From an optimization exercise on the open Yosys and OpenROAD flow, aimed at small area, a short achievable clock period and few clock cycles; shortcuts taken in it are not production practice.
In this exercise RTL edits were held to simulation tests only and were not proved equivalent to the original.

## fft
module fft(
	rst_n,
	clk,
	data1,
	fft_go,
	fft_done,
	fft_res
);
	input rst_n;
	input clk;
	input signed [7:0] data1;
	input fft_go;
	output reg fft_done;
	output reg [15:0] fft_res;
	localparam [8:0] OUT0 = 9'd255;              
	localparam [8:0] LAST = OUT0 + 9'd127;       
	reg        run;
	reg  [8:0] cnt;
	always @(posedge clk or negedge rst_n)
		if (!rst_n) begin
			run <= 1'b0;
			cnt <= 9'd0;
		end else if (fft_go) begin
			run <= 1'b1;
			cnt <= 9'd1;
		end else if (run) begin
			cnt <= cnt + 9'd1;
			if (cnt == LAST)
				run <= 1'b0;
		end
	always @(posedge clk)
		fft_done <= run & ~fft_go & (cnt >= OUT0 - 9'd1) & (cnt <= LAST - 9'd1);
	reg  bypA, bypB, bypC, modeA, modeB, modeC;
	reg  inj0, osel0, lo1, inj1, osel1, inj2, osel2;
	reg  [1:0] lo2;
	reg  inj3, osel3, inj4, osel4, inj5, osel5, inj6, osel6, sel6;
	reg  [5:0] tw3, tw4, tw5, tw6;
	wire [6:0] c7 = cnt[6:0];
	wire [6:0] pA = c7 - 7'd2;       
	wire [6:0] pB = c7 - 7'd65;
	wire [6:0] pC = c7 - 7'd95;
	wire [6:0] j0 = c7 - 7'd109, q0 = c7 - 7'd110;      
	wire [6:0] p1 = c7 - 7'd110, j1 = c7 - 7'd112, q1 = c7 - 7'd114;
	wire [6:0] p2 = c7 - 7'd114, j2 = c7 - 7'd117, q2 = c7 - 7'd121;
	wire [6:0] p3 = c7 - 7'd121, j3 = c7 - 7'd124, q3 = c7 - 7'd132;
	wire [6:0] p4 = c7 - 7'd132, j4 = c7 - 7'd135, q4 = c7 - 7'd151;
	wire [6:0] p5 = c7 - 7'd151, j5 = c7 - 7'd154, q5 = c7 - 7'd186;
	wire [6:0] p6 = c7 - 7'd186, j6 = c7 - 7'd189, q6 = c7 - 7'd253;
	always @(posedge clk) begin
		bypA <= pA[6] & ~pA[0];
		bypB <= pB[5] & ~pB[1];
		bypC <= pC[4] & ~pC[2];
		modeA <= cnt <= 9'd129;
		modeB <= cnt <= 9'd192;
		modeC <= cnt <= 9'd222;
		inj0 <= j0[0];  osel0 <= q0[0];
		lo1 <= p1[0];   inj1 <= j1[1];  osel1 <= q1[1];
		lo2 <= p2[1:0]; inj2 <= j2[2];  osel2 <= q2[2];
		tw3 <= {p3[2:0], 3'd0}; inj3 <= j3[3]; osel3 <= q3[3];
		tw4 <= {p4[3:0], 2'd0}; inj4 <= j4[4]; osel4 <= q4[4];
		tw5 <= {p5[4:0], 1'd0}; inj5 <= j5[5]; osel5 <= q5[5];
		tw6 <= p6[5:0];
		inj6 <= j6[6] & (cnt >= 9'd250);
  ...
Size: roughly 8100 cells after synthesis, roughly 3000 flip-flops, roughly 28 I/O pins, ~0.099 sq mm of cells after synthesis.
==> flow/config.mk <==
export PLATFORM = sky130hd
export DESIGN_NAME = fft
export DESIGN_NICKNAME = fft
export VERILOG_FILES = /design/flow/design.v
export SDC_FILE = /design/flow/constraint.sdc
export NUM_CORES = 4
export LEC_CHECK = 0
export CAP_MARGIN = 20
export CORE_MARGIN = 2
export CORE_UTILIZATION = 48
export CTS_CLUSTER_DIAMETER = 60
export CTS_CLUSTER_SIZE = 30
export PLACE_DENSITY = 0.62
export SETUP_SLACK_MARGIN = 5.0
export SLEW_MARGIN = 20
==> flow/constraint.sdc <==
create_clock -name core_clock -period 8.0 [get_ports {clk}]
set_input_delay 1.6000 -clock core_clock [delete_from_list [all_inputs] [get_ports {clk}]]
set_output_delay 1.6000 -clock core_clock [all_outputs]
set_load 0.01 [all_outputs]
run.sh (not shown) runs the stock make flow with config.mk's settings and CLKGATE_MAP_FILE= SYNTH_SCRIPT=/design/flow/synth_recipe.tcl, a recipe that flattens the netlist after the stock synthesis.
Testbench counts at the start, summed over its fixed seeds: cycles 18,384.
Then changed:
- CAP_MARGIN: 20 -> 10
- CORE_UTILIZATION: 48 -> 40
- CTS_CLUSTER_DIAMETER: 60 -> 80
- CTS_CLUSTER_SIZE: 30 -> 32
- PLACE_DENSITY: 0.62 -> not set
- SLEW_MARGIN: 20 -> 10
Effect: The new run passed the timing, design-rule and antenna checks. Clock skew climbs by 0.013 ns. Register-to-register slack gains 0.06 ns. Global-route usage drops by 3.4 points. Sequential share of layout area climbs by 0.71 points.

---

## wip/zinc
fft again, from the RTL that the note above started with.
Settings: LEC_CHECK=0, CAP_MARGIN=20, CORE_MARGIN=2, CORE_UTILIZATION=42, CTS_CLUSTER_DIAMETER=90, CTS_CLUSTER_SIZE=32, SETUP_SLACK_MARGIN=5.0, SLEW_MARGIN=20; clock period 8.0 ns.
Testbench counts of wip/zinc, summed over its fixed seeds: cycles 18,384.
Modified inputs, wip/raven compared to wip/zinc
# wip/zinc
export LEC_CHECK = 0
export CAP_MARGIN = 20
export CORE_MARGIN = 2
export CORE_UTILIZATION = 42
export CTS_CLUSTER_DIAMETER = 90
export CTS_CLUSTER_SIZE = 32
export SETUP_SLACK_MARGIN = 5.0
export SLEW_MARGIN = 20
create_clock -name core_clock -period 8.0 [get_ports {clk}]
# wip/raven
export LEC_CHECK = 0
export CAP_MARGIN = 20
export CORE_MARGIN = 2
export CORE_UTILIZATION = 40
export CTS_CLUSTER_DIAMETER = 70
export CTS_CLUSTER_SIZE = 35
export SETUP_SLACK_MARGIN = 5.0
export SLEW_MARGIN = 20
create_clock -name core_clock -period 8.0 [get_ports {clk}]
Results
- wip/raven: area overhead of the layout relative to synthesis is 0.85 points higher than what wip/zinc reported.
- On number of tap instances: between wip/zinc and wip/raven, it ends up higher for wip/raven.
- Remaining antenna violation count: wip/zinc vs wip/raven identical
- Non-clock buffer count (wip/raven vs. wip/zinc) decreases by a little under 10%
- The post-route met1 wirelength of wip/raven is lower than that of wip/zinc.
- The count of inserted antenna diode cells in wip/raven was higher than what wip/zinc gave.
- On wip/raven: total length of routed met3 wires is 1.5 mm higher than what wip/zinc gave.
- [compare] base=wip/zinc new=wip/raven: met1 demand-to-capacity share in global routing went down 1.8 points, share of the clock period used by the worst path after layout went down 0.20 points.
### wip/raven -> wip/onyx
# wip/raven
export LEC_CHECK = 0
export CAP_MARGIN = 20
export CORE_MARGIN = 2
export CORE_UTILIZATION = 40
export CTS_CLUSTER_DIAMETER = 70
export CTS_CLUSTER_SIZE = 35
export SETUP_SLACK_MARGIN = 5.0
export SLEW_MARGIN = 20
create_clock -name core_clock -period 8.0 [get_ports {clk}]
# wip/onyx
export LEC_CHECK = 0
export CAP_MARGIN = 20
export CORE_MARGIN = 2
export CORE_UTILIZATION = 40
export CTS_CLUSTER_DIAMETER = 80
export CTS_CLUSTER_SIZE = 32
export SETUP_SLACK_MARGIN = 5.0
export SLEW_MARGIN = 20
create_clock -name core_clock -period 8.0 [get_ports {clk}]
==> run notes <==
- The higher layout cell share with drive strength beyond 1 came out of wip/raven.
- Looking at endpoint of the worst setup timing path, the fft_res[1] result is from wip/raven; the fft_res[2] one comes from wip/onyx.
- Compared with wip/raven, wip/onyx shows a post-route worst setup slack that is 25 ps higher.
- In wip/onyx, the fraction of area in multi-input gates came out 0.22 points above the value in wip/raven.
- Total via count after detailed routing essentially unchanged between wip/raven and wip/onyx.
- wip/raven → wip/onyx: global-route usage level; length in cells of the worst reg-to-reg path fell 6.
- Utilization wip/raven -> wip/onyx: down
- wip/onyx against wip/raven; routed length on met3 is down by a few percent.
- Of wip/raven and wip/onyx, wip/raven shows the lower achievable clock frequency, with wip/onyx above it.
- Number of cells in the finished layout apart from fillers: wip/onyx vs wip/raven, no meaningful difference
Inputs modified between wip/onyx and wip/delta:
# wip/onyx
export LEC_CHECK = 0
export CAP_MARGIN = 20
export CORE_MARGIN = 2
export CORE_UTILIZATION = 40
export CTS_CLUSTER_DIAMETER = 80
export CTS_CLUSTER_SIZE = 32
export SETUP_SLACK_MARGIN = 5.0
export SLEW_MARGIN = 20
create_clock -name core_clock -period 8.0 [get_ports {clk}]
# wip/delta
export LEC_CHECK = 0
export CAP_MARGIN = 20
export CORE_MARGIN = 2
export CORE_UTILIZATION = 46
export CTS_CLUSTER_DIAMETER = 70
export CTS_CLUSTER_SIZE = 35
export PLACE_DENSITY = 0.62
export SETUP_SLACK_MARGIN = 5.0
export SLEW_MARGIN = 20
create_clock -name core_clock -period 8.0 [get_ports {clk}]
==> run notes <==
Cell area after layout is higher on wip/delta
Re number of setup buffers added after CTS: wip/delta is 2 up on wip/onyx.
Looking at post-route clock skew across wip/onyx and wip/delta, the one that comes out lower is wip/onyx.
Against wip/onyx, wip/delta comes in 30 ps lower on transition time at the pin with the least slew margin.
wip/onyx and wip/delta ended up with nearly the same via count.
Compared to wip/onyx, wip/delta was floorplanned on a smaller die.
Diff wip/onyx -> wip/delta: setup slack now smaller; area of placed instances now smaller; fraction of area in registers now smaller.
--- input diff wip/delta..wip/pepper ---
# wip/delta
export LEC_CHECK = 0
export CAP_MARGIN = 20
export CORE_MARGIN = 2
export CORE_UTILIZATION = 46
export CTS_CLUSTER_DIAMETER = 70
export CTS_CLUSTER_SIZE = 35
export PLACE_DENSITY = 0.62
export SETUP_SLACK_MARGIN = 5.0
export SLEW_MARGIN = 20
create_clock -name core_clock -period 8.0 [get_ports {clk}]
# wip/pepper
export LEC_CHECK = 0
export CAP_MARGIN = 20
export CORE_MARGIN = 2
export CORE_UTILIZATION = 40
export CTS_CLUSTER_DIAMETER = 60
export CTS_CLUSTER_SIZE = 30
export SETUP_SLACK_MARGIN = 5.0
export SLEW_MARGIN = 20
create_clock -name core_clock -period 8.0 [get_ports {clk}]
Notes after the runs:
Between wip/pepper and wip/delta, the cell area is lower for wip/delta. fft_res[14] as the last element of the critical path was reported by wip/delta, and fft_res[1] by wip/pepper.

-- afterwards: timing with drivers on the ports --
No port has a modelled driver above. Below, the same layouts with a new extraction and two added sets of constraints. Step 1, drivers: a clkbuf_16 drives clk and a buf_2 each remaining input, both assumed. Step 2 moves the port delays by t, midway between the first and last clock arrival at a register: inputs arrive t later, outputs are due t later. That takes back most of the time a late clock gives input paths. a / b / c = no drivers / after step 1 / after step 2; a / b = the first two.
run	t (ns)	setup WS [ns]	clock arrival spread, ns	worst register clock-pin slew, ns
the first run of note 1	0.912	5.006 / 4.919 / 4.165	0.053 / 0.053	0.11 / 0.11
the second run of note 1	0.887	5.052 / 4.968 / 4.230	0.045 / 0.045	0.11 / 0.11
wip/zinc	0.913	5.025 / 4.938 / 4.200	0.040 / 0.041	0.12 / 0.12
wip/raven	0.897	5.040 / 4.957 / 4.238	0.069 / 0.069	0.12 / 0.12
wip/onyx	0.888	5.066 / 4.980 / 4.237	0.040 / 0.040	0.11 / 0.11
wip/delta	0.908	5.046 / 4.962 / 4.242	0.062 / 0.062	0.12 / 0.12
wip/pepper	0.911	5.040 / 4.946 / 4.215	0.070 / 0.070	0.11 / 0.11
After both steps setup and hold are still met in every run listed. For the first run of note 1, which loses most, drivers alone change the setup slack by -0.087 ns; drivers and shift together by -0.841 ns.
